What follows belongs to an exercise in optimizing a design on an open flow for small area, a short achievable clock period and few clock cycles; a production flow would make more cautious choices. RTL that was checked went through simulation tests only; none was proved equivalent to the original. Function not checked in runs 1 and 2: the RTL went through the layout flow alone. Power figures rest on the tool's default switching activity, not on a simulated workload.

## flow/flow/run.sh

```bash
#!/bin/bash
# The standard layout, with buf_4 as the buffer on every port in place of
# the default choice (a slow delay cell).
set -euo pipefail
export BUFFER_PORTS_ARGS="-buffer_cell sky130_fd_sc_hd__buf_4"
bash standard.sh finish > standard.log 2>&1
```

## flow/standard.sh

```bash
#!/bin/bash
# synth_recipe.tcl (not shown) runs the flow's synth.tcl, then flattens the netlist and writes it again
# the make line also repeats each setting of config.mk as NAME=value (left out here)
make -C /OpenROAD-flow-scripts/flow DESIGN_CONFIG=/design/flow/config.mk WORK_HOME=/design/flow/orfs CLKGATE_MAP_FILE= SYNTH_SCRIPT=/design/flow/synth_recipe.tcl "${@:-finish}"
```

## flow/config.mk

```make
export PLATFORM = sky130hd
export DESIGN_NAME = processor
export DESIGN_NICKNAME = processor
export VERILOG_FILES = /design/flow/design.v
export SDC_FILE = /design/flow/constraint.sdc
export NUM_CORES = 8
export LEC_CHECK = 0
export CAP_MARGIN = 40
export CORE_MARGIN = 2
export CORE_UTILIZATION = 40
export SLEW_MARGIN = 40
```

## flow/constraint.sdc

```tcl
create_clock -name core_clock -period 32.0 [get_ports {clk}]
set_input_delay 6.4000 -clock core_clock [delete_from_list [all_inputs] [get_ports {clk}]]
set_output_delay 6.4000 -clock core_clock [all_outputs]
set_load 0.01 [all_outputs]
```

## flow/design.v

```verilog
module processor (clk,rst,imem_addr,imem_data,dmem_addr,dmem_wdata,dmem_we,dmem_re,dmem_rdata,stat);
    input clk;
    input rst;                   
    output [7:0] imem_addr;
    input [79:0] imem_data;
    output [7:0] dmem_addr;
    output [63:0] dmem_wdata;
    output dmem_we;
    output dmem_re;
    input [63:0] dmem_rdata;
    output [3:0] stat;           
    localparam [3:0] S_AOK = 4'b1000, S_HLT = 4'b0100, S_ADR = 4'b0010, S_INS = 4'b0001;
    integer i;
    reg [7:0]  pc;
    reg        pc_bad;
    reg        x_live;           
    reg [3:0]  x_stat;           
    reg        x_cmov, x_rm, x_mr, x_opq, x_call, x_ret, x_push, x_pop;
    reg        x_retf;           
    reg        x_ldp;            
    reg        x_stp;            
    reg        x_retx;           
    reg        x_rspb;           
    reg        x_sub, x_and, x_xor;
    reg [3:0]  x_fn;
    reg [14:0] x_selA, x_selB;   
    reg [3:0]  x_dst;
    reg        x_wmem;           
    reg [63:0] x_valC;           
    reg [8:0]  x_valP;           
    reg [7:0]  x_ab, x_aoff;     
    reg        sb_valid;         
    reg [7:0]  sb_addr;
    reg [63:0] sb_data;
    reg        cc_zf, cc_lt;     
    reg        stopped;
    reg [3:0]  stop_stat;
    reg [63:0] rf [0:14];
    function cond(input [3:0] fn, input zf, input lt);
        case (fn)
            4'h0: cond = 1'b1;
            4'h1: cond = lt | zf;
            4'h2: cond = lt;
            4'h3: cond = zf;
            4'h4: cond = ~zf;
            4'h5: cond = ~lt;
            4'h6: cond = ~lt & ~zf;
            default: cond = 1'b0;
        endcase
    endfunction
    function [63:0] addsk(input [63:0] x, input [63:0] y, input cin);
        reg [63:0] g, p, G, P;
        reg [63:0] c;
        integer l, k, j;
        begin
            g = x & y; p = x ^ y;
            G = g; P = p;
            G[0] = g[0] | (p[0] & cin);
            for (l = 0; l < 6; l = l + 1)
                for (k = 0; k < 64; k = k + 1)
                    if ((k >> l) & 1) begin
                        j = ((k >> l) << l) - 1;
                        G[k] = G[k] | (P[k] & G[j]);
                        P[k] = P[k] & P[j];
                    end
            c = {G[62:0], cin};
            addsk = p ^ c;
        end
    endfunction
    reg [63:0] valA, valB;
    always @(*) begin
        valA = 64'd0;
        valB = 64'd0;
        for (i = 0; i < 15; i = i + 1) begin
            valA = valA | ({64{x_selA[i]}} & rf[i]);
            valB = valB | ({64{x_selB[i]}} & rf[i]);
        end
    end
    wire [63:0] valY = (x_opq | x_cmov) ? (valA ^ {64{x_sub}}) : x_valC;
    wire [63:0] sum = addsk(valB, valY, x_sub);
    wire [63:0] pp = valB ^ valY;
    wire [63:0] gg = valB & valY;
    wire [63:0] oo = valB | valY;
    wire [63:0] valE = x_and ? gg : x_xor ? pp : sum;
    wire zf_sum = (pp == {oo[62:0], x_sub});
    wire e_zf = x_and ? (gg == 64'd0) : x_xor ? (pp == 64'd0) : zf_sum;
    wire n63 = x_sub ? (valY[63] ^ (&valY[62:0])) : valY[63];
    wire e_lt = x_and ? gg[63] : x_xor ? pp[63] : ((n63 == valB[63]) ? valB[63] : sum[63]);
    wire [63:0] lo_sum64 = addsk({56'd0, x_ab}, {56'd0, x_aoff}, 1'b0);
    wire [8:0]  lo_sum = lo_sum64[8:0];
    wire        sum_ok = (pp[8] == lo_sum[8]) & (pp[63:9] == oo[62:8]);
    wire        x_addr_rsp = x_pop | x_ret;
    wire        x_memop = x_rm | x_mr | x_call | x_ret | x_push | x_pop;
    wire        addr_ok = x_addr_rsp ? (valB[63:8] == 56'd0) : sum_ok;
    wire        mem_bad = x_memop & ~addr_ok;
    wire x_go = x_live & ~stopped & (x_stat == S_AOK);
    wire port_ld = x_ldp & ~stopped;
    wire ret_rd = ~sb_valid & ~x_rspb;
    assign dmem_addr  = port_ld ? lo_sum[7:0] : sb_valid ? sb_addr : rf[4][7:0];
    assign dmem_wdata = sb_data;
    assign dmem_we    = sb_valid & ~port_ld;
    assign dmem_re    = 1'b1;
    wire [63:0] rdata = (sb_valid & (sb_addr == lo_sum[7:0])) ? sb_data : dmem_rdata;
    always @(posedge clk) begin
        if (rst)
            sb_valid <= 1'b0;
        else if (x_stp & ~stopped & addr_ok)
            sb_valid <= 1'b1;
        else if (~port_ld)
            sb_valid <= 1'b0;
    end
    always @(posedge clk) begin
        if (x_stp & ~stopped) begin
            sb_addr <= lo_sum[7:0];
            sb_data <= x_call ? {55'd0, x_valP} : valA;
        end
    end
    wire [63:0] wval = x_wmem ? rdata : valE;
    wire        w1 = x_go & (x_dst != 4'hF) & (~x_cmov | cond(x_fn, cc_zf, cc_lt));
    wire        w2 = x_go & x_pop;                   
    wire        we1 = w1;
    wire        we2 = w2;
    function [63:0] rf_init(input integer k);
        case (k)
            1: rf_init = 64'd1;   2: rf_init = 64'd2;   3: rf_init = 64'd3;
            4: rf_init = 64'd14;  7: rf_init = 64'd18;  8: rf_init = 64'd30;
            9: rf_init = 64'd20;  10: rf_init = 64'd22; 13: rf_init = 64'd1;
            14: rf_init = 64'd10;
            default: rf_init = 64'd0;
        endcase
    endfunction
    wire [63:0] wd0 = wval & {64{~rst}};
    wire [63:0] wd1 = wval | {64{rst}};
    wire [63:0] wr4 = valE & {64{~rst}};
    always @(posedge clk) begin
        for (i = 0; i < 15; i = i + 1) begin
            if (rst || (we1 && x_dst == i))
                rf[i] <= (rf_init(i) & wd1) | (~rf_init(i) & wd0);
            else if (i == 4 && we2)
                rf[i] <= wr4;
        end
    end
    always @(posedge clk) begin
        if (rst) begin
            cc_zf <= 1'b0;
            cc_lt <= 1'b0;
        end else if (x_go & x_opq) begin
            cc_zf <= e_zf;
            cc_lt <= e_lt;
        end
    end
    always @(posedge clk) begin
        if (rst) begin
            stopped <= 1'b0;
            stop_stat <= S_AOK;
        end else if (x_live & ~stopped & ((x_stat != S_AOK) | mem_bad)) begin
            stopped <= 1'b1;
            stop_stat <= (x_stat != S_AOK) ? x_stat : S_ADR;
        end
    end
    assign stat = stopped ? stop_stat : (x_live ? x_stat : S_AOK);
    assign imem_addr = pc;
    wire [3:0]  f_icode = imem_data[79:76];
    wire [3:0]  f_ifun  = imem_data[75:72];
    wire [3:0]  f_rA    = imem_data[71:68];
    wire [3:0]  f_rB    = imem_data[67:64];
    wire [63:0] f_valC  = imem_data[63:0];
    wire [63:0] f_dest  = imem_data[71:8];
    wire f_ok = ~pc_bad & (f_icode != 4'h0) & (f_icode < 4'hC);
    wire [3:0] f_stat = pc_bad ? S_ADR : (f_icode >= 4'hC) ? S_INS :
                        (f_icode == 4'h0) ? S_HLT : S_AOK;
    wire f_cmov = f_icode == 4'h2;
    wire f_opq  = f_icode == 4'h6;
    wire f_call = f_icode == 4'h8;
    wire f_usesA = f_cmov | (f_icode == 4'h4) | f_opq | (f_icode == 4'hA);
    wire f_usesB = (f_icode == 4'h4) | (f_icode == 4'h5) | f_opq;
    wire f_stack = f_call | (f_icode == 4'h9) | (f_icode == 4'hA) | (f_icode == 4'hB);
    wire f_down  = f_call | (f_icode == 4'hA);
    reg [7:0] rdB;
    always @(*) begin
        rdB = 8'd0;
        for (i = 0; i < 15; i = i + 1)
            rdB = rdB | ({8{f_rB == i}} & rf[i][7:0]);
    end
    wire [7:0] fwdB = (w1 & (f_rB == x_dst)) ? wval[7:0] : (w2 & (f_rB == 4'd4)) ? valE[7:0] : rdB;
    wire [7:0] fwdS = (w1 & (x_dst == 4'd4)) ? wval[7:0] : w2 ? valE[7:0] : rf[4][7:0];
    wire nz = (x_live & x_opq) ? e_zf : cc_zf;
    wire nl = (x_live & x_opq) ? e_lt : cc_lt;
    wire f_taken = f_call | ((f_icode == 4'h7) & cond(f_ifun, nz, nl));
    wire f_retf = f_ok & (f_icode == 4'h9) & ret_rd;
    wire [8:0] pc1  = {1'b0, pc} + 9'd1;
    wire [8:0] pc2  = {1'b0, pc} + 9'd2;
    wire [8:0] pc9  = {1'b0, pc} + 9'd9;
    wire [8:0] pc10 = {1'b0, pc} + 9'd10;
    reg  [8:0] f_valP;
    always @(*) begin
        case (f_icode)
            4'h2, 4'h6, 4'hA, 4'hB: f_valP = pc2;
            4'h3, 4'h4, 4'h5: f_valP = pc10;
            4'h7, 4'h8: f_valP = pc9;
            default: f_valP = pc1;
        endcase
    end
    always @(posedge clk) begin
        if (rst) begin
            pc <= 8'd0;
            pc_bad <= 1'b0;
        end else if (x_retx) begin
            pc <= rdata[7:0];
            pc_bad <= (rdata[63:8] != 56'd0);
        end else if (f_retf) begin
            pc <= dmem_rdata[7:0];
            pc_bad <= (dmem_rdata[63:8] != 56'd0);
        end else if (f_taken) begin
            pc <= f_dest[7:0];
            pc_bad <= (f_dest[63:8] != 56'd0);
        end else begin
            pc <= f_valP[7:0];
            pc_bad <= f_valP[8];
        end
    end
    always @(posedge clk) begin
        if (rst)
            x_live <= 1'b0;
        else
            x_live <= ~x_retx;
    end
    wire f_go = ~rst & ~x_retx & f_ok;       
    always @(posedge clk) begin
        x_ldp  <= f_go & ((f_icode == 4'h5) | (f_icode == 4'hB) | ((f_icode == 4'h9) & ~f_retf));
        x_stp  <= f_go & ((f_icode == 4'h4) | (f_icode == 4'hA) | f_call);
        x_retx <= f_go & (f_icode == 4'h9) & ~f_retf;
        x_rspb <= f_go & ((f_icode == 4'h4) | (f_icode == 4'h5) | f_stack |
                          (((f_icode == 4'h2) | (f_icode == 4'h3) | f_opq) & (f_rB == 4'd4)));
    end
    always @(posedge clk) begin
        x_stat  <= f_stat;
        x_cmov  <= f_ok & f_cmov;
        x_rm    <= f_ok & (f_icode == 4'h4);
        x_mr    <= f_ok & (f_icode == 4'h5);
        x_opq   <= f_ok & f_opq;
        x_call  <= f_ok & f_call;
        x_ret   <= f_ok & (f_icode == 4'h9);
        x_retf  <= f_retf;
        x_push  <= f_ok & (f_icode == 4'hA);
        x_pop   <= f_ok & (f_icode == 4'hB);
        x_sub   <= f_opq & (f_ifun[1:0] == 2'd1);
        x_and   <= f_opq & (f_ifun[1:0] == 2'd2);
        x_xor   <= f_opq & (f_ifun[1:0] == 2'd3);
        x_fn    <= f_ifun;
        for (i = 0; i < 15; i = i + 1) begin
            x_selA[i] <= f_usesA & (f_rA == i);
            x_selB[i] <= f_stack ? (i == 4) : f_usesB & (f_rB == i);
        end
        case (f_icode)
            4'h2, 4'h3, 4'h6: x_dst <= f_rB;
            4'h5, 4'hB:       x_dst <= f_rA;
            4'h8, 4'h9, 4'hA: x_dst <= 4'd4;
            default:          x_dst <= 4'hF;
        endcase
        x_wmem <= (f_icode == 4'h5) | (f_icode == 4'hB);
        x_valC <= f_down ? 64'hFFFF_FFFF_FFFF_FFF8 : f_stack ? 64'd8 : f_valC;
        x_valP <= f_valP;
        x_ab   <= f_stack ? fwdS : fwdB;
        x_aoff <= f_down ? 8'hF8 : f_stack ? 8'h00 : f_valC[7:0];
    end
endmodule
```

==> results.json, run 1 <==
{
  "final_nets": 5505,
  "via_count": 52800,
  "cts_buffers": 132,
  "antenna_found_initial": 23,
  "start_util_pct": 40.1,
  "drc": 0,
  "crit_path_end_kind": "primary output",
  "use_met3_pct": 16.6,
  "die_w_um": 391,
  "fillers": 13500,
  "slew_headroom_pct": 29.3,
  "h-tree-depth": 4,
  "ys.flop_type": "edfxtp_1",
  "rows": 142,
  "path_cells": "ha_1 -> fa_1 -> a21o_1 -> a21oi_1 -> o21bai_1 -> a21oi_1 -> o21bai_1 -> xor2_1 -> nand2_1 -> o21ai_0 -> buf_4",
  "cts-resized-gates": 0,
  "cp_slowest_cell": "fa_1",
  "timing.fmax_ghz": 0.104,
  "leakagePower_uw": 0.0244,
  "setup_tns_ns": 0,
  "clk_pin_slew_ns": 0.06,
  "startpoint": "x_ab[0]$_DFF_P_",
  "path_buf_inv": 1,
  "worstHoldPathType": "flip-flop to flip-flop",
  "drt_iter0_markers": 12200,
  "maxCapViolCount": 0,
  "cts.sinks": 1190,
  "drt-total-wl_mm": 304,
  "hpwl_mm": 200,
  "rsz0062_at_grt": "no",
  "critPathKind": "flip-flop to primary output",
  "finalHoldWorstSlack_ns": 0.472,
  "cts_tree": "built",
  "p_per_area_nw_per_um2": 64.6,
  "grt_use_met1_pct": 49.1,
  "ys_types": 95,
  "ys_async_sr_fraction_pct": 0,
  "grt_pass1_wl_mm": 409,
  "cp.required_ns": 25.60,
  "setup_viol": 0,
  "yosys_warnings": 2,
  "wl_per_cell_um": 41.4,
  "worst_pin_slew_ns": 1.03,
  "finalCriticalPeriod_ns": 9.64,
  "synth_edf_count": 1032,
  "ys_seq_area_share_pct": 56.9,
  "syn_inst": 5064,
  "cp_slowest_stage_delay_ns": 0.38,
  "ctsHoldBuffers": 0,
  "ios": 232,
  "ys_ff_latch": 1190,
  "vdd_drop_max_mv": 0.0503,
  "io_buffers": 230,
  "hold_viol": 0,
  "clock_path_buffers": 3,
  "fin_skew_ns": 0.0471,
  "syn2layout_area_growth_pct": 14.6,
  "busiest_layer": "met2",
  "met2_usage_pct": 54.4,
  "cp.arrival_ns": 3.24,
  "grt_max_degree": 65,
  "drive_above_1_share_pct": 15.7,
  "hold_path_startpoint": "pc_bad$_SDFF_PP0_",
  "dieArea_um2": 153000,
  "grt_pass1_vias": 49500,
  "cp_top_family": "compound AO/OA/AOI/OAI gates",
  "final_core_util_pct": 46.0,
  "start_kind": "flip-flop",
  "cts_root_buf": "clkbuf_16",
  "fp.dieH_um": 391,
  "place_congestion": 1.09,
  "avgViaCountPerCell": 7.19,
  "synth_area_um2": 60000,
  "drv_slew": 0,
  "first_pass_iters": 14,
  "crit_fanout": 3,
  "postCtsSetupRepairBufs": 0,
  "syn_area_per_cell_um2": 11.8,
  "ant_nets": 0,
  "grt_use_total_pct": 38.6,
  "core_area_um2": 149000,
  "fin_crit_sh_pct": 30.1,
  "overflow": 0,
  "insertion_delay_ns": 0.82,
  "rr_startpoint": "x_selA[10]$_DFF_P_",
  "rrSetupSlack_ns": 23.48,
  "status": "timing/DRC/antenna clean",
  "synth_fp_nets": 5358
}
-- power by group --
| part | total [uW] | switching (uW) | internal, uW |
|---|---|---|---|
| combinational | 774 | 540 | 234 |
| clock | 1560 | 666 | 893 |
| sequential | 2110 | 148 | 1960 |
-- cell usage in the layout (no fill, tap or decap), types with 14 or more instances in the layout --
cell | Yosys | layout
xnor2_1 | 85 | 85
a211oi_1 | 79 | 74
a21o_1 | 79 | 79
a22oi_1 | 772 | 772
and2_1 | 23 | 23
and4_1 | 60 | 60
xor2_1 | 58 | 58
clkbuf_1 | 197 | 28
clkinv_1 | 1 | 24
dfxtp_1 | 158 | 124
o21ai_0 | 104 | 85
mux2i_1 | 97 | 93
mux2_2 | 45 | 45
buf_4 | 12 | 382
edfxtp_1 | 1032 | 1032
inv_1 | 182 | 181
nand4_1 | 135 | 135
a222oi_1 | 131 | 131
nor2_1 | 363 | 340
dfxtp_4 | 0 | 32
a31oi_1 | 19 | 19
a21oi_1 | 252 | 251
and3b_1 | 53 | 53
nor4_1 | 87 | 78
a221oi_1 | 14 | 14
nor3_2 | 51 | 54
nor2b_1 | 27 | 26
or2_2 | 17 | 17
nor3_1 | 60 | 57
ha_1 | 138 | 138
nand2_1 | 150 | 149
nand3_1 | 104 | 104
clkbuf_16 | 0 | 135
a22o_1 | 18 | 18
and3_1 | 69 | 69
nor2_2 | 0 | 21
nand2b_1 | 29 | 28
or3_1 | 20 | 20
-- final timing paths --
path	endpoint	cells past startpoint
setup / recovery	dmem_addr[7]	11
hold / removal	x_stat[1]$_SDFF_PP1_	0
setup reg to reg	pc[0]$_SDFF_PP0_	20
hold reg to reg	x_stat[1]$_SDFF_PP1_	0
-- metrics by stage --
stage                     power, uW  instance area, um^2  cells  setup slack, ns
after detailed placement       2860                64200   7089            22.53
after CTS                      4390                68600   7326            22.35
after global placement         2850                64000   7084            22.41
final                          4440                68700   7340            22.36
after floorplan                2490                60000   5064            22.23
after global routing           4540                68700   7331            22.09
-- kinds of logic after synthesis --
logic type               count (synthesis)  synth area share [%]
AND/OR/NAND/NOR                       1283                  11.8
multiplexers                           143                  2.50
XOR/XNOR                               143                  2.09
AO/OA/AOI/OAI                         1581                  19.2
adder cells (fa/ha/maj)                149                  3.23
flip-flops                            1190                  56.9
buffers and inverters                  574                  4.22
other                                    1               0.00625
-- flip-flops by register name, summed over array words and instances (netlist names), 4 cells and up --
name / flops
sb_data: 64
x_selB: 15
sb_addr: 8
x_stat: 4
rf: 960
x_valC: 59
x_dst: 4
x_aoff: 6
x_valP: 9
x_fn: 4
x_ab: 8
stop_stat: 4
x_selA: 15
pc: 8
-- worst register-to-register path, cell delays in order, from the launching register on --
cell	delay, ns
dfxtp_4	0.69
buf_4	0.56
buf_4	0.67
a22oi_1	0.21
and3_1	0.25
and3b_1	0.20
nor3_2	0.57
ha_1	0.52
xnor2_1	0.21
nor4_1	0.65
nand4_1	0.18
or4_1	0.58
nor4_2	0.66
a31oi_1	0.21
o32ai_2	0.46
mux2i_1	0.28
o21ba_2	0.30
a221o_1	0.36
a211oi_4	0.40
nor2_1	0.09
or3_1	0.36
-- per-layer routing --
layer  wire [um]  share of wire, %
met5         106             0.035
met4       21600               7.1
met3       52400                17
met2      123000                41
met1      107000                35
-- final cells by class --
cell class              instances  area, um^2  area share, %
diodes                         10        25.0         0.0364
clock buffers                 172        3610           5.25
clock inverters                65         766           1.11
inverters                     184         691           1.00
multi-input cells            3300       23700           34.5
flip-flops and latches       1190       34300           49.9
well taps                    2016        2520           3.67
repair buffers                403        3160           4.59
-- Yosys cell counts, drive strengths merged, types with 85 or more instances --
cell type | instances | share of area [%]
nor3 | 111 | 1.4
clkbuf | 199 | 1.2
nand2 | 152 | 0.97
mux2i | 97 | 1.6
edfxtp | 1032 | 52
nor4 | 88 | 0.93
dfxtp | 158 | 5.3
o21ai | 108 | 0.93
nor2 | 363 | 2.3
buf | 191 | 1.8
nand4 | 135 | 1.4
a22oi | 772 | 9.7
inv | 183 | 1.1
a21oi | 253 | 2.1
nand3 | 104 | 0.87
ha | 138 | 2.9
xnor2 | 85 | 1.2
a222oi | 131 | 2.2
==> run 2: changes to the inputs <==
--- a/flow/design.v
+++ b/flow/design.v
@@ -12,7 +12,7 @@
     localparam [3:0] S_AOK = 4'b1000, S_HLT = 4'b0100, S_ADR = 4'b0010, S_INS = 4'b0001;
     integer i;
     reg [7:0]  pc;
-    reg        pc_bad;
+    reg [6:0]  pc_hi;            
     reg        x_live;           
     reg [3:0]  x_stat;           
     reg        x_cmov, x_rm, x_mr, x_opq, x_call, x_ret, x_push, x_pop;
@@ -166,6 +166,7 @@
     wire [3:0]  f_rB    = imem_data[67:64];
     wire [63:0] f_valC  = imem_data[63:0];
     wire [63:0] f_dest  = imem_data[71:8];
+    wire pc_bad = |pc_hi;
     wire f_ok = ~pc_bad & (f_icode != 4'h0) & (f_icode < 4'hC);
     wire [3:0] f_stat = pc_bad ? S_ADR : (f_icode >= 4'hC) ? S_INS :
                         (f_icode == 4'h0) ? S_HLT : S_AOK;
@@ -188,6 +189,11 @@
     wire nl = (x_live & x_opq) ? e_lt : cc_lt;
     wire f_taken = f_call | ((f_icode == 4'h7) & cond(f_ifun, nz, nl));
     wire f_retf = f_ok & (f_icode == 4'h9) & ret_rd;
+    function [6:0] hi7(input [63:0] v);
+        integer k;
+        for (k = 0; k < 7; k = k + 1)
+            hi7[k] = |v[8*k+8 +: 8];
+    endfunction
     wire [8:0] pc1  = {1'b0, pc} + 9'd1;
     wire [8:0] pc2  = {1'b0, pc} + 9'd2;
     wire [8:0] pc9  = {1'b0, pc} + 9'd9;
@@ -204,19 +210,19 @@
     always @(posedge clk) begin
         if (rst) begin
             pc <= 8'd0;
-            pc_bad <= 1'b0;
+            pc_hi <= 7'd0;
         end else if (x_retx) begin
             pc <= rdata[7:0];
-            pc_bad <= (rdata[63:8] != 56'd0);
+            pc_hi <= hi7(rdata);
         end else if (f_retf) begin
             pc <= dmem_rdata[7:0];
-            pc_bad <= (dmem_rdata[63:8] != 56'd0);
+            pc_hi <= hi7(dmem_rdata);
         end else if (f_taken) begin
             pc <= f_dest[7:0];
-            pc_bad <= (f_dest[63:8] != 56'd0);
+            pc_hi <= hi7(f_dest);
         end else begin
             pc <= f_valP[7:0];
-            pc_bad <= f_valP[8];
+            pc_hi <= {6'd0, f_valP[8]};
         end
     end
     always @(posedge clk) begin
--- a/flow/config.mk
+++ b/flow/config.mk
@@ -8,4 +8,5 @@
 export CAP_MARGIN = 40
 export CORE_MARGIN = 2
 export CORE_UTILIZATION = 40
+export CTS_BUF_LIST = sky130_fd_sc_hd__clkbuf_8
 export SLEW_MARGIN = 40
==> run 2 against run 1 <==
Combinational power shrank 2%. Utilization is essentially flat. Power shrank 3.4%. Non-clock buffer count shrank 22. Design area shrank 1.2%. Critical path depth is the same. Via count grew 0.52%. Final cell count shrank 0.12%. Largest power group unchanged.
==> results.json, run 2 <==
{
  "fin_skew_ns": 0.0843,
  "postCtsSetupRepairBufs": 0,
  "ys.flop_type": "edfxtp_1",
  "synth_edf_count": 1032,
  "wl_per_cell_um": 40.6,
  "yosysTopAreaCell": "edfxtp_1",
  "start_util_pct": 40.3,
  "first_pass_iters": 10,
  "yosys.cell_count.top_type": "edfxtp_1",
  "drt_iter0_markers": 11800,
  "drv_slew": 0,
  "clock_path_buffers": 3,
  "p_per_area_nw_per_um2": 63.2,
  "largest_register_ffs": 960,
  "fillers": 13500,
  "cp.arrival_ns": 3.26,
  "cts-resized-gates": 0,
  "via_count": 53100,
  "rsz0062_at_grt": "no",
  "final_common_cell": "edfxtp_1",
  "drc": 0,
  "syn2layout_area_growth_pct": 14.0,
  "setup_tns_ns": 0,
  "ys_ff_latch": 1196,
  "synth_area_um2": 59600,
  "dieArea_um2": 152000,
  "ios": 232,
  "place_congestion": 1.10,
  "maxCapViolCount": 0,
  "fin_crit_sh_pct": 30.2,
  "syn_inst": 5042,
  "cts_buffers": 195,
  "rrSetupSlack_ns": 23.82,
  "cts.sinks": 1196,
  "syn_area_per_cell_um2": 11.8,
  "final_core_util_pct": 46.0,
  "crit_path_end_kind": "primary output",
  "crit_fanout": 3,
  "timing.fmax_ghz": 0.104,
  "cts_tree": "built",
  "cp.required_ns": 25.60,
  "seqCellArea_um2": 34400,
  "worstHoldPathType": "flip-flop to flip-flop",
  "vdd_drop_max_mv": 0.0415,
  "grt_max_degree": 70,
  "ys_seq_area_share_pct": 57.5,
  "top_regs": "rf (960), sb_data (64), x_valC (59)",
  "grt_use_total_pct": 37.9,
  "io_buffers": 230,
  "ys_types": 83,
  "synth_area_leaders": "edfxtp_1, a22oi_1, dfxtp_1, ha_1, a222oi_1",
  "drive_above_1_share_pct": 16.4,
  "top_register": "rf",
  "drt-total-wl_mm": 298,
  "finalCriticalPeriod_ns": 9.66,
  "synth_fp_nets": 5336,
  "ctsHoldBuffers": 0,
  "start_kind": "flip-flop",
  "status": "timing/DRC/antenna clean",
  "setup_viol": 0,
  "h-tree-depth": 4,
  "avgViaCountPerCell": 7.24,
  "synth.top_cell.area_share_pct": 52.0,
  "grt_pass1_vias": 49800,
  "ys_async_sr_fraction_pct": 0,
  "multi_input_area_um2": 23500,
  "yosys_warnings": 2,
  "critPathKind": "flip-flop to primary output",
  "slew_headroom_pct": 31.4,
  "antenna_found_initial": 18,
  "grt_pass1_wl_mm": 403,
  "ant_nets": 0,
  "insertion_delay_ns": 1.01,
  "hpwl_mm": 196,
  "worst_pin_slew_ns": 1.03,
  "cts_root_buf": "clkbuf_8",
  "clk_pin_slew_ns": 0.06,
  "core_area_um2": 148000,
  "fp.dieH_um": 390,
  "synthTopCellsByCount": "edfxtp_1, a22oi_1, nor2_1",
  "leakagePower_uw": 0.0250,
  "final_cell_mix": "edfxtp_1, a22oi_1, buf_4",
  "final_nets": 5523,
  "overflow": 0,
  "rows": 141,
  "hold_viol": 0,
  "die_w_um": 390
}
[run 2: cell types whose count changed in the layout (fill, tap and decap cells not counted), sizes merged, moves of 26 or more]
| cell | before | now |
|---|---|---|
| nand2 | 152 | 234 |
| a21oi | 253 | 174 |
| nor2 | 363 | 284 |
| inv | 192 | 250 |
| and3b | 53 | 0 |
| o221a | 9 | 52 |
| clkbuf | 173 | 214 |
| a211oi | 80 | 46 |
| and4 | 60 | 32 |
| and3 | 69 | 42 |
| nand3 | 104 | 131 |
| a21o | 79 | 105 |
| o21a | 7 | 33 |
[run 2: routing by layer]
metal / GRT usage (%) / share of wire [%] / vias up
met5: 0 / 0.075 / -
met4: 18.9 / 6.4 / 30
met3: 16.6 / 17 / 1239
met2: 54.1 / 41 / 5549
met1: 48.8 / 36 / 25700
li1: - / - / 20500
[run 2: worst paths after layout]
kind,from,to,cells after the start
setup reg to reg,x_selA[8]$_DFF_P_,pc[1]$_SDFF_PP0_,20
setup / recovery,x_aoff[0]$_SDFF_PP0_,dmem_addr[7],11
hold / removal,stop_stat[3]$_SDFFE_PP1P_,stop_stat[3]$_SDFFE_PP1P_,1
hold reg to reg,stop_stat[3]$_SDFFE_PP1P_,stop_stat[3]$_SDFFE_PP1P_,1
[run 2: cell type report]
type | count | area share [%]
diodes | 8 | 0.0295
clock inverters | 147 | 1.58
well taps | 1930 | 3.55
inverters | 177 | 0.978
repair buffers | 381 | 4.39
clock buffers | 214 | 4.33
multi-input cells | 3278 | 34.5
flip-flops and latches | 1196 | 50.6
[run 2: report_power, final]
group	internal (uW)	total, uW	leakage [uW]	switching [uW]
logic	230	756	0.0109	526
registers	1980	2140	0.0119	157
clock network	722	1400	0.00229	679
[run 2: worst max-delay path, stage by stage, from the launching register on]
cell,delay (ns)
dfxtp_1,0.33
ha_1,0.20
fa_1,0.39
a21o_1,0.19
a21oi_1,0.24
o21bai_1,0.09
a21oi_1,0.22
o21bai_1,0.13
xor2_1,0.25
nand2_1,0.07
o21ai_0,0.08
buf_4,0.14
[run 2: stage by stage]
step / cells / total power (uW) / setup WS [ns] / hold WS [ns] / cell area, um^2
after CTS: 7319 / 4240 / 22.30 / 0.500 / 67800
after global routing: 7325 / 4390 / 22.11 / 0.526 / 67900
after floorplan: 5042 / 2510 / 21.85 / 0.457 / 59600
final: 7331 / 4290 / 22.34 / 0.493 / 68000
after global placement: 6957 / 2860 / 22.73 / 0.481 / 63600
after detailed placement: 6958 / 2870 / 22.78 / 0.486 / 63800
[run 2: kinds of logic after synthesis]
| group | count (synthesis) | share of synthesized area [%] |
|---|---|---|
| xor gates and xnor gates | 140 | 2.06 |
| and+or+nand+nor | 1217 | 10.4 |
| DFF | 1196 | 57.5 |
| adders and majority gates | 148 | 3.23 |
| other | 1 | 0.00629 |
| buffers and inverters | 568 | 3.81 |
| muxes | 150 | 2.64 |
| AOI/OAI and AO/OA | 1622 | 20.3 |
==> run 3: changes to the inputs <==
--- a/flow/design.v
+++ b/flow/design.v
@@ -28,7 +28,7 @@
     reg        x_wmem;           
     reg [63:0] x_valC;           
     reg [8:0]  x_valP;           
-    reg [7:0]  x_ab, x_aoff;     
+    reg [7:0]  x_ag, x_ap;       
     reg        sb_valid;         
     reg [7:0]  sb_addr;
     reg [63:0] sb_data;
@@ -86,8 +86,20 @@
     wire e_zf = x_and ? (gg == 64'd0) : x_xor ? (pp == 64'd0) : zf_sum;
     wire n63 = x_sub ? (valY[63] ^ (&valY[62:0])) : valY[63];
     wire e_lt = x_and ? gg[63] : x_xor ? pp[63] : ((n63 == valB[63]) ? valB[63] : sum[63]);
-    wire [63:0] lo_sum64 = addsk({56'd0, x_ab}, {56'd0, x_aoff}, 1'b0);
-    wire [8:0]  lo_sum = lo_sum64[8:0];
+    reg  [8:0]  lo_sum;
+    always @(*) begin : lo_add
+        reg [7:0] G, P;
+        integer l, k, j;
+        G = x_ag; P = x_ap;
+        for (l = 0; l < 3; l = l + 1)
+            for (k = 0; k < 8; k = k + 1)
+                if ((k >> l) & 1) begin
+                    j = ((k >> l) << l) - 1;
+                    G[k] = G[k] | (P[k] & G[j]);
+                    P[k] = P[k] & P[j];
+                end
+        lo_sum = {G[7], x_ap ^ {G[6:0], 1'b0}};
+    end
     wire        sum_ok = (pp[8] == lo_sum[8]) & (pp[63:9] == oo[62:8]);
     wire        x_addr_rsp = x_pop | x_ret;
     wire        x_memop = x_rm | x_mr | x_call | x_ret | x_push | x_pop;
@@ -185,6 +197,8 @@
     end
     wire [7:0] fwdB = (w1 & (f_rB == x_dst)) ? wval[7:0] : (w2 & (f_rB == 4'd4)) ? valE[7:0] : rdB;
     wire [7:0] fwdS = (w1 & (x_dst == 4'd4)) ? wval[7:0] : w2 ? valE[7:0] : rf[4][7:0];
+    wire [7:0] f_ab = f_stack ? fwdS : fwdB;
+    wire [7:0] f_aoff = f_down ? 8'hF8 : f_stack ? 8'h00 : f_valC[7:0];
     wire nz = (x_live & x_opq) ? e_zf : cc_zf;
     wire nl = (x_live & x_opq) ? e_lt : cc_lt;
     wire f_taken = f_call | ((f_icode == 4'h7) & cond(f_ifun, nz, nl));
@@ -267,7 +281,7 @@
         x_wmem <= (f_icode == 4'h5) | (f_icode == 4'hB);
         x_valC <= f_down ? 64'hFFFF_FFFF_FFFF_FFF8 : f_stack ? 64'd8 : f_valC;
         x_valP <= f_valP;
-        x_ab   <= f_stack ? fwdS : fwdB;
-        x_aoff <= f_down ? 8'hF8 : f_stack ? 8'h00 : f_valC[7:0];
+        x_ag   <= f_ab & f_aoff;
+        x_ap   <= f_ab ^ f_aoff;
     end
 endmodule
--- a/flow/config.mk
+++ b/flow/config.mk
@@ -8,5 +8,4 @@
 export CAP_MARGIN = 40
 export CORE_MARGIN = 2
 export CORE_UTILIZATION = 40
-export CTS_BUF_LIST = sky130_fd_sc_hd__clkbuf_8
-export SLEW_MARGIN = 40
+export SLEW_MARGIN = 60
==> run 3 against run 2 <==
Utilization up 1.2 points. Final cell count up 0.70%. Sequential power about the same. Largest power group unchanged. Highest routed layer unchanged.
==> results.json, run 3 <==
{
  "status": "timing/DRC/antenna clean",
  "place_congestion": 1.08,
  "cts.sinks": 1203,
  "fin_skew_ns": 0.0472,
  "via_count": 53500,
  "slew_headroom_pct": 54.4,
  "cts-resized-gates": 0,
  "insertion_delay_ns": 0.82,
  "grt_use_total_pct": 38.8,
  "p_seq_share_pct": 47.5,
  "ys_types": 85,
  "combPwrFrac_pct": 18.2,
  "layout_setup_ws_ns": 22.55,
  "drv_slew": 0,
  "ys_seq_area_share_pct": 57.4,
  "setup_viol": 0,
  "h-tree-depth": 4,
  "p_per_area_nw_per_um2": 63.8,
  "rsz0062_at_grt": "no",
  "dieArea_um2": 153000,
  "drt-total-wl_mm": 306,
  "final_area_um2": 70500,
  "first_pass_iters": 16,
  "startpoint": "x_ap[1]$_DFF_P_",
  "final_common_cell": "edfxtp_1",
  "syn_area_per_cell_um2": 11.8,
  "top_regs": "rf (960), sb_data (64), x_valC (64)",
  "avgViaCountPerCell": 7.24,
  "yosysTopAreaCell": "edfxtp_1",
  "start_kind": "flip-flop",
  "yosys.cell_count.top_type": "edfxtp_1",
  "crit_fanout": 3,
  "rr_startpoint": "x_selA[6]$_DFF_P_",
  "final_nets": 5555,
  "cts_tree": "built",
  "worstHoldPathCells": 1,
  "maxCapViolCount": 0,
  "finalCriticalPeriod_ns": 9.45,
  "leakagePower_uw": 0.0258,
  "drt_iter0_markers": 11500,
  "fp.dieH_um": 391,
  "cp.arrival_ns": 3.05,
  "antenna_found_initial": 20,
  "start_util_pct": 40.2,
  "fin_crit_sh_pct": 29.5,
  "fillers": 13300,
  "io_buffers": 230,
  "timing.fmax_ghz": 0.106,
  "grt_pass1_wl_mm": 411,
  "synth_fp_nets": 5382,
  "wl_per_cell_um": 41.5,
  "vdd_drop_max_mv": 0.0584,
  "cp.required_ns": 25.60,
  "place_area_um2": 65800,
  "synth_edf_count": 1032,
  "largest_register_ffs": 960,
  "final_core_util_pct": 47.2,
  "syn2layout_area_growth_pct": 17.6,
  "synth_area_leaders": "edfxtp_1, a22oi_1, dfxtp_1, ha_1, nor2_1",
  "worstHoldPathType": "flip-flop to flip-flop",
  "grt_max_degree": 91,
  "hold_end": "stop_stat[3]$_SDFFE_PP1P_",
  "critPathKind": "flip-flop to primary output",
  "p_int_uw": 3110,
  "clock_path_buffers": 3,
  "crit_path_end_kind": "primary output",
  "hold_path_startpoint": "stop_stat[3]$_SDFFE_PP1P_",
  "synthTopCellsByCount": "edfxtp_1, a22oi_1, nor2_1",
  "r2r_end": "rf[13][62]$_DFFE_PP_",
  "core_area_um2": 149000,
  "ys_ff_latch": 1203,
  "synth_area_um2": 60000,
  "clk_pin_slew_ns": 0.06,
  "drc": 0,
  "hold_viol": 0,
  "worst_pin_slew_ns": 0.684,
  "reg2reg_depth": 20,
  "postCtsSetupRepairBufs": 0,
  "ios": 232,
  "drive_above_1_share_pct": 18.6,
  "ys.flop_type": "edfxtp_1",
  "power.switching_uw": 1380,
  "top_register": "rf",
  "hpwl_mm": 205,
  "cts_root_buf": "clkbuf_16",
  "switching_share_pct": 30.7,
  "final_cell_mix": "edfxtp_1, a22oi_1, buf_4",
  "rows": 142,
  "ys_async_sr_fraction_pct": 0,
  "clkPwrFrac_pct": 34.3,
  "ctsHoldBuffers": 0,
  "yosys_warnings": 2,
  "rrSetupSlack_ns": 24.23,
  "overflow": 0,
  "grt_pass1_vias": 49900,
  "setup_tns_ns": 0,
  "die_w_um": 391,
  "ant_nets": 0,
  "pre_cts_ws_ns": 22.63,
  "synth.top_cell.area_share_pct": 51.6,
  "cts_buffers": 132,
  "syn_inst": 5087
}
## run 3: cell types whose count changed in the layout (fill, tap and decap cells not counted), sizes merged, moves of 30 or more
| cell | change |
|---|---|
| xor2 | +30 |
| a31oi | +65 |
| nor2 | +87 |
| clkbuf | -47 |
| a22o | +55 |
| nand2 | -32 |
| nor3b | +34 |
| xnor2 | -31 |
| inv | -81 |
| nand4b | +31 |
| buf | +45 |
| o221a | -52 |
| a221oi | +65 |
| a22oi | -121 |
## run 3: critical path: stages (launching register included)
cell and delay [ns]:
dfxtp_1 0.31, ha_1 0.22, o21a_1 0.17, o21ai_0 0.20
a21boi_0 0.13, o21ai_0 0.22, a21boi_0 0.19, o21a_1 0.23
nor2_1 0.25, nand2_1 0.07, o21ai_0 0.09, buf_4 0.19
## run 3: worst max path at each step
| stage | endpoint | depth (start not counted) |
|---|---|---|
| finish | dmem_addr[7] | 11 |
| global route | dmem_addr[7] | 11 |
| CTS | dmem_addr[7] | 11 |
| detailed placement | x_ap[4]$_DFF_P_ | 10 |
| global placement | x_ap[4]$_DFF_P_ | 10 |
| floorplan | rf[1][0]$_DFFE_PP_ | 4 |
## run 3: final cells by class
| class | instances | area (um^2) | share of cell area [%] |
|---|---|---|---|
| diodes | 8 | 20.0 | 0.0284 |
| clock buffers | 163 | 3520 | 5.00 |
| clock inverters | 69 | 748 | 1.06 |
| inverters | 164 | 616 | 0.873 |
| multi-input cells | 3324 | 24600 | 34.9 |
| flip-flops and latches | 1203 | 34500 | 49.0 |
| well taps | 2016 | 2520 | 3.58 |
| repair buffers | 435 | 3940 | 5.59 |
## run 3: power groups by stage
stage	sequential [uW]	clock, uW	combinational, uW
floorplan	2100	0	408
global placement	2150	0	732
detailed placement	2150	0	767
CTS	2120	1550	770
global route	2140	1610	844
finish	2130	1540	818
## run 3: cell families after synthesis
logic type	count (synthesis)	synth area share (%)
AOI/OAI and AO/OA	1597	19.8
adders and majority gates	149	3.19
buffers and inverters	560	3.69
muxes	151	2.68
other	1	0.00625
and+or+nand+nor	1287	11.3
DFF	1203	57.4
xor gates and xnor gates	139	2.03
## run 3: through the flow
stage	hold WS, ns	power, uW	std cells
finish	0.495	4500	7382
CTS	0.492	4440	7364
global route	0.508	4590	7374
global placement	0.472	2880	7079
floorplan	0.451	2510	5087
detailed placement	0.479	2920	7132
## run 3: routing by layer
metal  vias to the layer above  track usage (%)  routed length (um)
met5                         -                0                  63
met4                        10             19.8               19500
met3                      1267             18.1               53900
met2                      5529             54.2              123000
met1                     26000             50.0              109000
li1                      20700                -                   -
Testbench counts of run 3, summed over its fixed seeds: cycles 35,385.
==> run 4: changes to the inputs <==
--- a/flow/config.mk
+++ b/flow/config.mk
@@ -8,4 +8,6 @@
 export CAP_MARGIN = 40
 export CORE_MARGIN = 2
 export CORE_UTILIZATION = 40
-export SLEW_MARGIN = 60
+export CTS_CLUSTER_DIAMETER = 110
+export CTS_CLUSTER_SIZE = 24
+export SLEW_MARGIN = 40
==> run 4 against run 3 <==
Still clean on timing, DRC and antenna. Combinational power shrank 4.3%. Synthesized cell count stayed put. Non-clock buffer count decreased by 54. First-iteration DRC count fell by 2.8%. Count of clock-buffer cells in the layout fell by 86. Power shrank 16%. Die area unchanged. Sequential share of layout area increased by 3.1 points. Largest power group unchanged. Highest routed layer unchanged.
==> results.json, run 4 <==
{
  "syn2layout_area_growth_pct": 10.5,
  "dieArea_um2": 153000,
  "clk_pin_slew_ns": 0.10,
  "largest_register_ffs": 960,
  "setup_viol": 0,
  "cts.sinks": 1203,
  "wl_per_cell_um": 42.2,
  "crit_fanout": 3,
  "fin_skew_ns": 0.0568,
  "top_register": "rf",
  "top_regs": "rf (960), sb_data (64), x_valC (64)",
  "multi_input_area_um2": 23900,
  "place_congestion": 1.08,
  "ys_seq_area_share_pct": 57.4,
  "cp_top_family": "compound AO/OA/AOI/OAI gates",
  "grt_pass1_vias": 48900,
  "synth_fp_nets": 5382,
  "antenna_found_initial": 17,
  "cp_slowest_stage_delay_ns": 0.32,
  "grt_pass1_wl_mm": 405,
  "cts_tree": "built",
  "start_kind": "flip-flop",
  "finalHoldWorstSlack_ns": 0.505,
  "leakagePower_uw": 0.0240,
  "cp_slowest_cell": "dfxtp_1",
  "drc": 0,
  "synth_edf_count": 1032,
  "final_common_cell": "edfxtp_1",
  "final_nets": 5427,
  "status": "timing/DRC/antenna clean",
  "syn_area_per_cell_um2": 11.8,
  "ys_async_sr_fraction_pct": 0,
  "ys_types": 85,
  "rows": 142,
  "fin_crit_sh_pct": 29.3,
  "syn_inst": 5087,
  "core_area_um2": 149000,
  "die_w_um": 391,
  "final_cell_mix": "edfxtp_1, a22oi_1, buf_4",
  "vdd_drop_max_mv": 0.0502,
  "synth_area_um2": 60000,
  "start_util_pct": 40.2,
  "setup_tns_ns": 0,
  "critPathKind": "flip-flop to primary output",
  "hold_viol": 0,
  "drv_slew": 0,
  "crit_top_cell": "o21ai_0",
  "fp.dieH_um": 391,
  "finalCriticalPeriod_ns": 9.37,
  "slew_headroom_pct": 29.9,
  "maxCapViolCount": 0,
  "ctsHoldBuffers": 0,
  "cp.required_ns": 25.60,
  "ant_nets": 0,
  "timing.fmax_ghz": 0.107,
  "cts_root_buf": "clkbuf_16",
  "path_cells": "ha_1 -> o21a_1 -> o21ai_0 -> a21boi_0 -> o21ai_0 -> a21boi_0 -> o21a_1 -> nor2_1 -> nand2_1 -> o21ai_0 -> buf_4",
  "grt_use_total_pct": 38.2,
  "crit_path_end_kind": "primary output",
  "cp.arrival_ns": 2.97,
  "clock_path_buffers": 3,
  "p_per_area_nw_per_um2": 57.2,
  "insertion_delay_ns": 0.77,
  "yosys_warnings": 2,
  "overflow": 0,
  "first_pass_iters": 15,
  "yosys.cell_count.top_type": "edfxtp_1",
  "io_buffers": 230,
  "hpwl_mm": 199,
  "avgViaCountPerCell": 7.30,
  "fillers": 13700,
  "seqCellArea_um2": 34500,
  "worst_pin_slew_ns": 1.04,
  "ys_ff_latch": 1203,
  "cts_buffers": 58,
  "grt_max_degree": 91,
  "synthTopCellsByCount": "edfxtp_1, a22oi_1, nor2_1",
  "rsz0062_at_grt": "no",
  "drive_above_1_share_pct": 13.3,
  "drt_iter0_markers": 11200,
  "final_core_util_pct": 44.4,
  "via_count": 52400,
  "path_buf_inv": 1,
  "ys.flop_type": "edfxtp_1",
  "synth_area_leaders": "edfxtp_1, a22oi_1, dfxtp_1, ha_1, nor2_1",
  "cts-resized-gates": 0,
  "ios": 232,
  "drt-total-wl_mm": 303,
  "synth.top_cell.area_share_pct": 51.6,
  "worstHoldPathType": "flip-flop to flip-flop",
  "h-tree-depth": 2,
  "yosysTopAreaCell": "edfxtp_1",
  "postCtsSetupRepairBufs": 0
}
run 4: cell counts after synthesis:
No cell type changed its count.
run 4: kinds of logic after synthesis:
family          after synthesis  synth area share [%]
other cells                   1               0.00625
buf+inv                     560                  3.69
compound gates             1597                  19.8
mux                         151                  2.68
xor+xnor                    139                  2.03
fa+ha+maj                   149                  3.19
simple gates               1287                  11.3
flops                      1203                  57.4
run 4: where the power goes:
part	switching [uW]	internal [uW]	total (uW)
Combinational	559	225	783
Clock	525	357	882
Sequential	151	1980	2130
Total	1230	2560	3800
run 4: path summary, 6_finish.rpt:
| path | to | slack (ns) | from | cells after the start |
|---|---|---|---|---|
| hold / removal | stop_stat[3]$_SDFFE_PP1P_ | 0.50 | stop_stat[3]$_SDFFE_PP1P_ | 1 |
| hold reg to reg | stop_stat[3]$_SDFFE_PP1P_ | 0.50 | stop_stat[3]$_SDFFE_PP1P_ | 1 |
| setup / recovery | dmem_addr[7] | 22.63 | x_ap[1]$_DFF_P_ | 11 |
| setup reg to reg | pc_hi[2]$_SDFF_PP0_ | 23.50 | x_selA[6]$_DFF_P_ | 21 |
run 4: routing by layer:
layer,track usage (%),up-vias,part of all wire [%]
met1,49.7,25600,36
met5,0,-,0.023
met2,54.2,5229,40
li1,-,20300,-
met3,16.3,1227,17
met4,18.4,12,6.4
run 4: stage by stage:
step / power [uW] / instance area, um^2 / worst slack [ns] / cells
floorplan: 2510 / 60000 / 22.01 / 5087
global placement: 2880 / 64100 / 22.69 / 7079
detailed placement: 2890 / 64400 / 22.61 / 7084
CTS: 3740 / 66100 / 22.61 / 7173
global route: 3880 / 66300 / 22.42 / 7177
finish: 3800 / 66300 / 22.63 / 7181
run 4: worst reg2reg max path, delay by kind of cell (launching register included):
kind	cells	cell delay, ns
compound gates	12	4.49
simple gates	6	1.53
buf+inv	2	1.15
flops	1	0.75
fa+ha+maj	1	0.53
run 4: final cells by class:
class                           count  share of cell area, %
Timing Repair Buffer              381                   4.57
Antenna cell                        4                 0.0151
Tap cell                         2016                   3.80
Clock buffer                       77                   2.30
Multi-Input combinational cell   3324                   36.0
Inverter                          164                  0.928
Sequential cell                  1203                   52.1
Clock inverter                     12                  0.268
==> run 5: changes to the inputs <==
--- a/flow/config.mk
+++ b/flow/config.mk
@@ -7,7 +7,7 @@
 export LEC_CHECK = 0
 export CAP_MARGIN = 40
 export CORE_MARGIN = 2
-export CORE_UTILIZATION = 40
+export CORE_UTILIZATION = 55
 export CTS_CLUSTER_DIAMETER = 110
 export CTS_CLUSTER_SIZE = 24
 export SLEW_MARGIN = 40
==> run 5 against run 4 <==
Still clean. Sequential power is essentially flat. Sequential share of layout area grew 0.67 points. Power down 1.2%. Combinational power decreased by 0.5%. Non-clock buffer count rose by 1. Largest cell class unchanged. Clock power shrank 5.1%. Fmax is 0.33% higher.
==> results.json, run 5 <==
{
  "drv_slew": 0,
  "dieArea_um2": 112000,
  "hpwl_mm": 193,
  "grt_pass1_wl_mm": 389,
  "hold_viol": 0,
  "start_util_pct": 55.3,
  "syn_inst": 5087,
  "ios": 232,
  "ctsHoldBuffers": 0,
  "ys.flop_type": "edfxtp_1",
  "fp.dieH_um": 334,
  "p_per_area_nw_per_um2": 57.3,
  "fin_crit_sh_pct": 29.2,
  "cp.arrival_ns": 2.94,
  "cts_root_buf": "clkbuf_16",
  "insertion_delay_ns": 0.77,
  "fin_skew_ns": 0.0418,
  "critPathKind": "flip-flop to primary output",
  "ys_async_sr_fraction_pct": 0,
  "wl_per_cell_um": 43.8,
  "timing.fmax_ghz": 0.107,
  "status": "timing/DRC/antenna clean",
  "drive_above_1_share_pct": 13.5,
  "grt_pass1_vias": 48200,
  "met2_usage_pct": 68.7,
  "drc": 0,
  "final_cell_mix": "edfxtp_1, a22oi_1, buf_4",
  "pre_cts_ws_ns": 22.71,
  "final_nets": 5426,
  "grt_use_total_pct": 50.3,
  "yosys.cell_count.top_type": "edfxtp_1",
  "finalPower_uw": 3750,
  "ys_seq_area_share_pct": 57.4,
  "vdd_drop_max_mv": 0.0592,
  "yosys_warnings": 2,
  "yosysTopAreaCell": "edfxtp_1",
  "cp.required_ns": 25.60,
  "use_met3_pct": 27.7,
  "synth_fp_nets": 5382,
  "clk_pin_slew_ns": 0.10,
  "rows": 121,
  "dp_cells": 6486,
  "top_regs": "rf (960), sb_data (64), x_valC (64)",
  "setup_tns_ns": 0,
  "synth_area_leaders": "edfxtp_1, a22oi_1, dfxtp_1, ha_1, nor2_1",
  "synthTopCellsByCount": "edfxtp_1, a22oi_1, nor2_1",
  "overflow": 0,
  "final_common_cell": "edfxtp_1",
  "worst_pin_slew_ns": 1.13,
  "antenna_found_initial": 29,
  "place_area_um2": 63700,
  "cts_buffers": 56,
  "cts_tree": "built",
  "cts-resized-gates": 0,
  "ys_ff_latch": 1203,
  "leakagePower_uw": 0.0239,
  "final_area_um2": 65500,
  "avgViaCountPerCell": 8.00,
  "maxCapViolCount": 0,
  "drt_iter0_markers": 11600,
  "ant_nets": 0,
  "via_count": 52700,
  "finalCriticalPeriod_ns": 9.34,
  "place_congestion": 1.10,
  "syn_area_per_cell_um2": 11.8,
  "synth.top_cell.area_share_pct": 51.6,
  "rsz0062_at_grt": "no",
  "slew_headroom_pct": 24.9,
  "synth_edf_count": 1032,
  "synth_area_um2": 60000,
  "busiest_layer": "met2",
  "cts.sinks": 1203,
  "clock_path_buffers": 3,
  "h-tree-depth": 2,
  "top_register": "rf",
  "grt_max_degree": 71,
  "crit_path_end_kind": "primary output",
  "layout.cells.non_filler": 6587,
  "largest_register_ffs": 960,
  "setup_viol": 0,
  "crit_fanout": 3,
  "worstHoldPathType": "flip-flop to flip-flop",
  "first_pass_iters": 13,
  "layout_setup_ws_ns": 22.66,
  "ys_types": 85,
  "die_w_um": 334,
  "drt-total-wl_mm": 289,
  "grt_use_met1_pct": 63.5,
  "postCtsSetupRepairBufs": 0,
  "io_buffers": 230,
  "start_kind": "flip-flop",
  "syn2layout_area_growth_pct": 9.11,
  "core_area_um2": 109000
}
==> run 5: final timing paths <==
check,start,endpoint,slack (ns),cells after the start
worst max register to register,x_cmov$_DFF_P_,rf[6][54]$_DFFE_PP_,23.14,22
worst max-delay path,x_ap[1]$_DFF_P_,dmem_addr[7],22.66,11
worst min-delay path,pc[7]$_SDFF_PP0_,x_valP[8]$_DFF_P_,0.51,2
worst min register to register,pc[7]$_SDFF_PP0_,x_valP[8]$_DFF_P_,0.51,2
==> run 5: kinds of logic after synthesis <==
| group | Yosys count | synth area share [%] |
|---|---|---|
| simple gates | 1287 | 11.3 |
| fa+ha+maj | 149 | 3.19 |
| compound gates | 1597 | 19.8 |
| flops | 1203 | 57.4 |
| other cells | 1 | 0.00625 |
| xor+xnor | 139 | 2.03 |
| buf+inv | 560 | 3.69 |
| mux | 151 | 2.68 |
==> run 5: final cells by class <==
type                            count  area (um^2)
Antenna cell                       18         45.0
Clock buffer                       77         1520
Clock inverter                      5         46.3
Fill cell                        8820        43100
Inverter                          164          616
Multi-Input combinational cell   3324        24000
Sequential cell                  1203        34500
Tap cell                         1414         1770
Timing Repair Buffer              382         2920
==> run 5: worst max-delay path: stages, from the launching register on <==
cell	delay [ns]
dfxtp_1	0.31
ha_1	0.19
o21a_1	0.16
o21ai_0	0.20
a21boi_0	0.11
o21ai_0	0.20
a21boi_0	0.18
o21a_1	0.22
nor2_1	0.26
nand2_1	0.08
o21ai_0	0.12
buf_4	0.17
==> run 5: per-layer routing <==
layer  share of wire [%]  wire [um]
met5                0.23        673
met4                 6.8      19800
met3                  20      57400
met2                  39     113000
met1                  34      97700
==> run 5: through the flow <==
| stage | hold slack (ns) | utilization, % |
|---|---|---|
| 6_report | 0.511 | 60.3 |
| 5_1_grt | 0.537 | 60.3 |
| 4_1_cts | 0.509 | 60.1 |
| 3_5_place_dp | 0.487 | 58.7 |
| 3_3_place_gp | 0.470 | 58.4 |
| 2_1_floorplan | 0.451 | - |
==> run 5: power by group <==
group	leakage [uW]	total (uW)	internal, uW	switching, uW
combinational	0.0112	779	225	554
clock	0.000761	837	334	504
sequential	0.0119	2130	1980	153
==> run 6: changes to the inputs <==
--- a/flow/config.mk
+++ b/flow/config.mk
@@ -7,7 +7,5 @@
 export LEC_CHECK = 0
 export CAP_MARGIN = 40
 export CORE_MARGIN = 2
-export CORE_UTILIZATION = 55
-export CTS_CLUSTER_DIAMETER = 110
-export CTS_CLUSTER_SIZE = 24
+export CORE_UTILIZATION = 40
 export SLEW_MARGIN = 40
==> run 6 against run 5 <==
Via count grew 0.91%. Fmax shrank 0.79%. Synthesized area stayed put. Clock skew shrank 0.011 ns. Sequential share of layout area down 2.6 points. Sequential cell count is the same. Sequential power about the same. Still clean. Critical path depth is the same.
==> results.json, run 6 <==
{
  "cp_slowest_stage_delay_ns": 0.30,
  "fin_crit_sh_pct": 29.4,
  "final_core_util_pct": 46.1,
  "syn_area_per_cell_um2": 11.8,
  "cp.arrival_ns": 3.02,
  "dieArea_um2": 153000,
  "ys_types": 85,
  "io_buffers": 230,
  "rows": 142,
  "worstHoldPathType": "flip-flop to flip-flop",
  "dp_cells": 7084,
  "cp_slowest_cell": "dfxtp_1",
  "clk_pin_slew_ns": 0.06,
  "hpwl_mm": 199,
  "worst_pin_slew_ns": 1.08,
  "cts_buffers": 133,
  "synth_area_leaders": "edfxtp_1, a22oi_1, dfxtp_1, ha_1, nor2_1",
  "p_per_area_nw_per_um2": 64.6,
  "grt_pass1_wl_mm": 409,
  "vdd_drop_max_mv": 0.0564,
  "timing.fmax_ghz": 0.106,
  "avgViaCountPerCell": 7.24,
  "clock_path_buffers": 3,
  "drv_slew": 0,
  "syn2layout_area_growth_pct": 14.8,
  "setup_viol": 0,
  "drt-total-wl_mm": 305,
  "synth_area_um2": 60000,
  "cts_tree": "built",
  "first_pass_iters": 13,
  "maxCapViolCount": 0,
  "fin_skew_ns": 0.0306,
  "largest_register_ffs": 960,
  "grt_use_total_pct": 38.6,
  "setup_tns_ns": 0,
  "layout.cells.non_filler": 7340,
  "core_area_um2": 149000,
  "grt_pass1_vias": 49900,
  "cts.sinks": 1203,
  "postCtsSetupRepairBufs": 0,
  "insertion_delay_ns": 0.82,
  "place_area_um2": 64400,
  "syn_inst": 5087,
  "power.switching_uw": 1380,
  "ctsHoldBuffers": 0,
  "ys_seq_area_share_pct": 57.4,
  "slew_headroom_pct": 27.7,
  "wl_per_cell_um": 41.5,
  "overflow": 0,
  "grt_max_degree": 91,
  "yosys.cell_count.top_type": "edfxtp_1",
  "synth_fp_nets": 5382,
  "yosysTopAreaCell": "edfxtp_1",
  "fillers": 13400,
  "place_congestion": 1.08,
  "combPwrFrac_pct": 17.6,
  "critPathKind": "flip-flop to primary output",
  "final_area_um2": 68900,
  "final_nets": 5504,
  "ios": 232,
  "die_w_um": 391,
  "clkPwrFrac_pct": 34.4,
  "drc": 0,
  "crit_path_end_kind": "primary output",
  "synth_edf_count": 1032,
  "p_seq_share_pct": 48.0,
  "rsz0062_at_grt": "no",
  "path_buf_inv": 1,
  "drt_iter0_markers": 11200,
  "ant_nets": 0,
  "synth.top_cell.area_share_pct": 51.6,
  "drive_above_1_share_pct": 15.2,
  "top_regs": "rf (960), sb_data (64), x_valC (64)",
  "cts_root_buf": "clkbuf_16",
  "ys_ff_latch": 1203,
  "fp.dieH_um": 391,
  "cp.required_ns": 25.60,
  "crit_fanout": 3,
  "p_int_uw": 3060,
  "final_cell_mix": "edfxtp_1, a22oi_1, buf_4",
  "status": "timing/DRC/antenna clean",
  "switching_share_pct": 31.1,
  "top_register": "rf",
  "ys_async_sr_fraction_pct": 0,
  "start_kind": "flip-flop",
  "via_count": 53200,
  "finalHoldWorstSlack_ns": 0.491,
  "antenna_found_initial": 11,
  "yosys_warnings": 2,
  "cts-resized-gates": 0,
  "leakagePower_uw": 0.0253,
  "synthTopCellsByCount": "edfxtp_1, a22oi_1, nor2_1",
  "finalCriticalPeriod_ns": 9.42,
  "cp_top_family": "compound AO/OA/AOI/OAI gates",
  "path_cells": "ha_1 -> o21a_1 -> o21ai_0 -> a21boi_0 -> o21ai_0 -> a21boi_0 -> o21a_1 -> nor2_1 -> nand2_1 -> o21ai_0 -> buf_4",
  "hold_viol": 0,
  "final_common_cell": "edfxtp_1",
  "crit_top_cell": "o21ai_0",
  "start_util_pct": 40.2,
  "h-tree-depth": 4,
  "ys.flop_type": "edfxtp_1"
}
[run 6: cell counts after synthesis]
Identical to the previous run, type by type.
[run 6: power groups by stage]
stage          clock network (uW)  registers, uW  logic (uW)
2_1_floorplan                   0           2100         408
3_3_place_gp                    0           2150         732
3_5_place_dp                    0           2150         739
4_1_cts                      1530           2120         742
5_1_grt                      1590           2140         810
6_report                     1530           2130         784
[run 6: final timing paths]
check	start	to	slack (ns)	cells past startpoint
min reg2reg	stop_stat[3]$_SDFFE_PP1P_	stop_stat[3]$_SDFFE_PP1P_	0.49	1
min	stop_stat[3]$_SDFFE_PP1P_	stop_stat[3]$_SDFFE_PP1P_	0.49	1
max	x_ap[1]$_DFF_P_	dmem_addr[7]	22.58	11
max reg2reg	x_selA[6]$_DFF_P_	pc_hi[2]$_SDFF_PP0_	23.38	21
[run 6: worst register-to-register path, delay by kind of cell (launching register included)]
| family | cells | cell delay (ns) |
|---|---|---|
| AOI/OAI and AO/OA | 12 | 4.63 |
| and+or+nand+nor | 6 | 1.49 |
| buffers and inverters | 2 | 1.18 |
| DFF | 1 | 0.73 |
| adders and majority gates | 1 | 0.53 |
[run 6: layout make-up]
| cell class | instances | area [um^2] | share of cell area, % |
|---|---|---|---|
| Sequential cell | 1203 | 34500 | 50.1 |
| Multi-Input combinational cell | 3324 | 23900 | 34.7 |
| Clock buffer | 167 | 3560 | 5.17 |
| Timing Repair Buffer | 383 | 3050 | 4.42 |
| Tap cell | 2016 | 2520 | 3.66 |
| Clock inverter | 77 | 708 | 1.03 |
| Inverter | 164 | 616 | 0.893 |
| Antenna cell | 6 | 15.0 | 0.0218 |
[run 6: cells by family (layout without fill, tap and decap cells)]
group,count (synthesis),in the layout,synth area share [%]
xor+xnor,139,139,2.03
fa+ha+maj,149,149,3.19
other cells,1,7,0.00625
buf+inv,560,791,3.69
mux,151,151,2.68
simple gates,1287,1287,11.3
flops,1203,1203,57.4
compound gates,1597,1597,19.8
[run 6: per-stage QoR]
step	setup slack, ns	total power (uW)
floorplan	22.01	2510
global placement	22.69	2880
detailed placement	22.61	2890
CTS	22.53	4390
global route	22.35	4540
finish	22.58	4450
[run 6: metal layers]
metal  share of wire, %  wire length [um]  track usage [%]  vias up
met5              0.097               295             1.12        -
met4                6.5             19900             20.6       10
met3                 17             51900             16.7     1283
met2                 40            123000             54.2     5456
met1                 36            110000             50.0    25900
li1                   -                 -                -    20600
==> run 7: changes to the inputs <==
--- a/flow/config.mk
+++ b/flow/config.mk
@@ -8,4 +8,7 @@
 export CAP_MARGIN = 40
 export CORE_MARGIN = 2
 export CORE_UTILIZATION = 40
+export CTS_BUF_LIST = sky130_fd_sc_hd__clkbuf_8
+export CTS_CLUSTER_DIAMETER = 90
+export CTS_CLUSTER_SIZE = 14
 export SLEW_MARGIN = 40
==> run 7 against run 6 <==
Die area is the same. Synthesized cell count unchanged. Synthesized area unchanged. Sequential share of layout area up 2.0 points. First-iteration DRC count up 1.8%. Via count down 0.80%. Fmax decreased by 1.3%. Highest routed layer unchanged. Design area shrank 3.9%. Count of clock-buffer cells in the layout decreased by 68.
==> results.json, run 7 <==
{
  "status": "timing/DRC/antenna clean",
  "rows": 142,
  "via_count": 52700,
  "clk_pin_slew_ns": 0.10,
  "largest_register_ffs": 960,
  "start_util_pct": 40.2,
  "ys.flop_type": "edfxtp_1",
  "cts_root_buf": "clkbuf_8",
  "critPathKind": "flip-flop to primary output",
  "layout_setup_ws_ns": 22.46,
  "top_regs": "rf (960), sb_data (64), x_valC (64)",
  "start_kind": "flip-flop",
  "drv_slew": 0,
  "cts.sinks": 1203,
  "grt_pass1_vias": 49400,
  "setup_tns_ns": 0,
  "ios": 232,
  "h-tree-depth": 3,
  "cts-resized-gates": 0,
  "overflow": 0,
  "multi_input_area_um2": 23900,
  "synth_area_leaders": "edfxtp_1, a22oi_1, dfxtp_1, ha_1, nor2_1",
  "crit_top_cell": "o21ai_0",
  "worst_pin_slew_ns": 0.990,
  "leakagePower_uw": 0.0241,
  "fp.dieH_um": 391,
  "ys_ff_latch": 1203,
  "cp_top_family": "compound AO/OA/AOI/OAI gates",
  "place_congestion": 1.08,
  "cp_slowest_stage_delay_ns": 0.31,
  "maxCapViolCount": 0,
  "ctsHoldBuffers": 0,
  "core_area_um2": 149000,
  "cts_buffers": 97,
  "cts_tree": "built",
  "drt-total-wl_mm": 304,
  "worstHoldPathType": "flip-flop to flip-flop",
  "die_w_um": 391,
  "fillers": 13700,
  "finalCriticalPeriod_ns": 9.54,
  "synth_fp_nets": 5382,
  "slew_headroom_pct": 33.5,
  "postCtsSetupRepairBufs": 0,
  "drt_iter0_markers": 11400,
  "cp_slowest_cell": "dfxtp_1",
  "rsz0062_at_grt": "no",
  "grt_pass1_wl_mm": 407,
  "yosys_warnings": 2,
  "avgViaCountPerCell": 7.29,
  "io_buffers": 230,
  "drive_above_1_share_pct": 13.9,
  "path_buf_inv": 1,
  "layout.cells.non_filler": 7239,
  "setup_viol": 0,
  "grt_use_total_pct": 38.4,
  "clock_path_buffers": 3,
  "hold_viol": 0,
  "antenna_found_initial": 17,
  "syn_area_per_cell_um2": 11.8,
  "crit_fanout": 3,
  "final_core_util_pct": 44.3,
  "yosysTopAreaCell": "edfxtp_1",
  "finalPower_uw": 3740,
  "drc": 0,
  "fin_crit_sh_pct": 29.8,
  "dieArea_um2": 153000,
  "wl_per_cell_um": 42.0,
  "fin_skew_ns": 0.0697,
  "cp.arrival_ns": 3.14,
  "synthTopCellsByCount": "edfxtp_1, a22oi_1, nor2_1",
  "final_common_cell": "edfxtp_1",
  "synth_area_um2": 60000,
  "final_nets": 5467,
  "synth_edf_count": 1032,
  "hpwl_mm": 199,
  "syn2layout_area_growth_pct": 10.4,
  "crit_path_end_kind": "primary output",
  "ant_nets": 0,
  "yosys.cell_count.top_type": "edfxtp_1",
  "ys_types": 85,
  "seqCellArea_um2": 34500,
  "top_register": "rf",
  "dp_cells": 7084,
  "grt_max_degree": 91,
  "syn_inst": 5087,
  "synth.top_cell.area_share_pct": 51.6,
  "p_per_area_nw_per_um2": 56.5,
  "ys_seq_area_share_pct": 57.4,
  "ys_async_sr_fraction_pct": 0,
  "timing.fmax_ghz": 0.105,
  "final_cell_mix": "edfxtp_1, a22oi_1, buf_4",
  "pre_cts_ws_ns": 22.61,
  "first_pass_iters": 14,
  "cp.required_ns": 25.60,
  "insertion_delay_ns": 0.94,
  "vdd_drop_max_mv": 0.0367,
  "path_cells": "ha_1 -> o21a_1 -> o21ai_0 -> a21boi_0 -> o21ai_0 -> a21boi_0 -> o21a_1 -> nor2_1 -> nand2_1 -> o21ai_0 -> buf_4"
}
run 7: through the flow:
stage          hold WS [ns]  cell area [um^2]
2_1_floorplan         0.451             60000
3_3_place_gp          0.472             64100
3_5_place_dp          0.479             64400
4_1_cts               0.502             66000
5_1_grt               0.518             66200
6_report              0.504             66200
run 7: worst paths after layout:
path                                  start                        end  slack (ns)  cells past startpoint
setup / recovery            x_ap[1]$_DFF_P_               dmem_addr[7]       22.46                     11
setup reg to reg          x_selA[6]$_DFF_P_        pc_hi[5]$_SDFF_PP0_       23.42                     21
hold / removal    stop_stat[3]$_SDFFE_PP1P_  stop_stat[3]$_SDFFE_PP1P_        0.50                      1
hold reg to reg   stop_stat[3]$_SDFFE_PP1P_  stop_stat[3]$_SDFFE_PP1P_        0.50                      1
run 7: logic make-up after synthesis:
| kind of cell | synth area share (%) |
|---|---|
| simple gates | 11.3 |
| fa+ha+maj | 3.19 |
| xor+xnor | 2.03 |
| mux | 2.68 |
| other cells | 0.00625 |
| flops | 57.4 |
| buf+inv | 3.69 |
| compound gates | 19.8 |
run 7: final cells by class:
cell class | count | area share [%]
antenna | 6 | 0.0227
clock buffer | 99 | 2.06
clock inverter | 45 | 0.338
inverter | 164 | 0.930
multi-input combinational | 3324 | 36.1
sequential | 1203 | 52.1
tap | 2016 | 3.81
timing repair buffer | 382 | 4.59
run 7: per-layer routing:
metal	vias to the layer above	track usage, %	wire length, um
met3	1237	17.0	53400
li1	20400	-	-
met5	-	0.766	287
met2	5346	54.0	122000
met1	25800	49.6	108000
met4	24	19.8	20000
run 7: where the power goes:
| part | total (uW) | internal, uW | switching, uW |
|---|---|---|---|
| Combinational | 782 | 225 | 557 |
| Clock | 832 | 292 | 540 |
| Sequential | 2130 | 1980 | 150 |

==> port drivers added, routing unchanged <==
The flow's constraints put no driver on any port. The routed layouts listed below were extracted and timed again, unchanged, in two steps. Step 1 assumes that a clkbuf_16 drives the clock port and a buf_2 every other input. Step 2 also shifts input and output timing later by t, the mid clock arrival at the registers, as if the neighbouring blocks saw the same clock. a / b / c = ideal ports / drivers / drivers and shift; a / b = the first two.
| run | shift t [ns] | setup slack, ns |
|---|---|---|
| run 1 | 0.877 | 22.357 / 22.273 / 22.590 |
| run 2 | 1.051 | 22.345 / 22.261 / 22.745 |
| run 3 | 0.882 | 22.546 / 22.462 / 22.879 |
| run 4 | 0.825 | 22.626 / 22.543 / 22.496 |
| run 5 | 0.830 | 22.657 / 22.577 / 22.521 |
| run 6 | 0.895 | 22.582 / 22.495 / 22.510 |
| run 7 | 0.992 | 22.457 / 22.368 / 22.529 |
After both steps setup and hold are still met in every run listed.
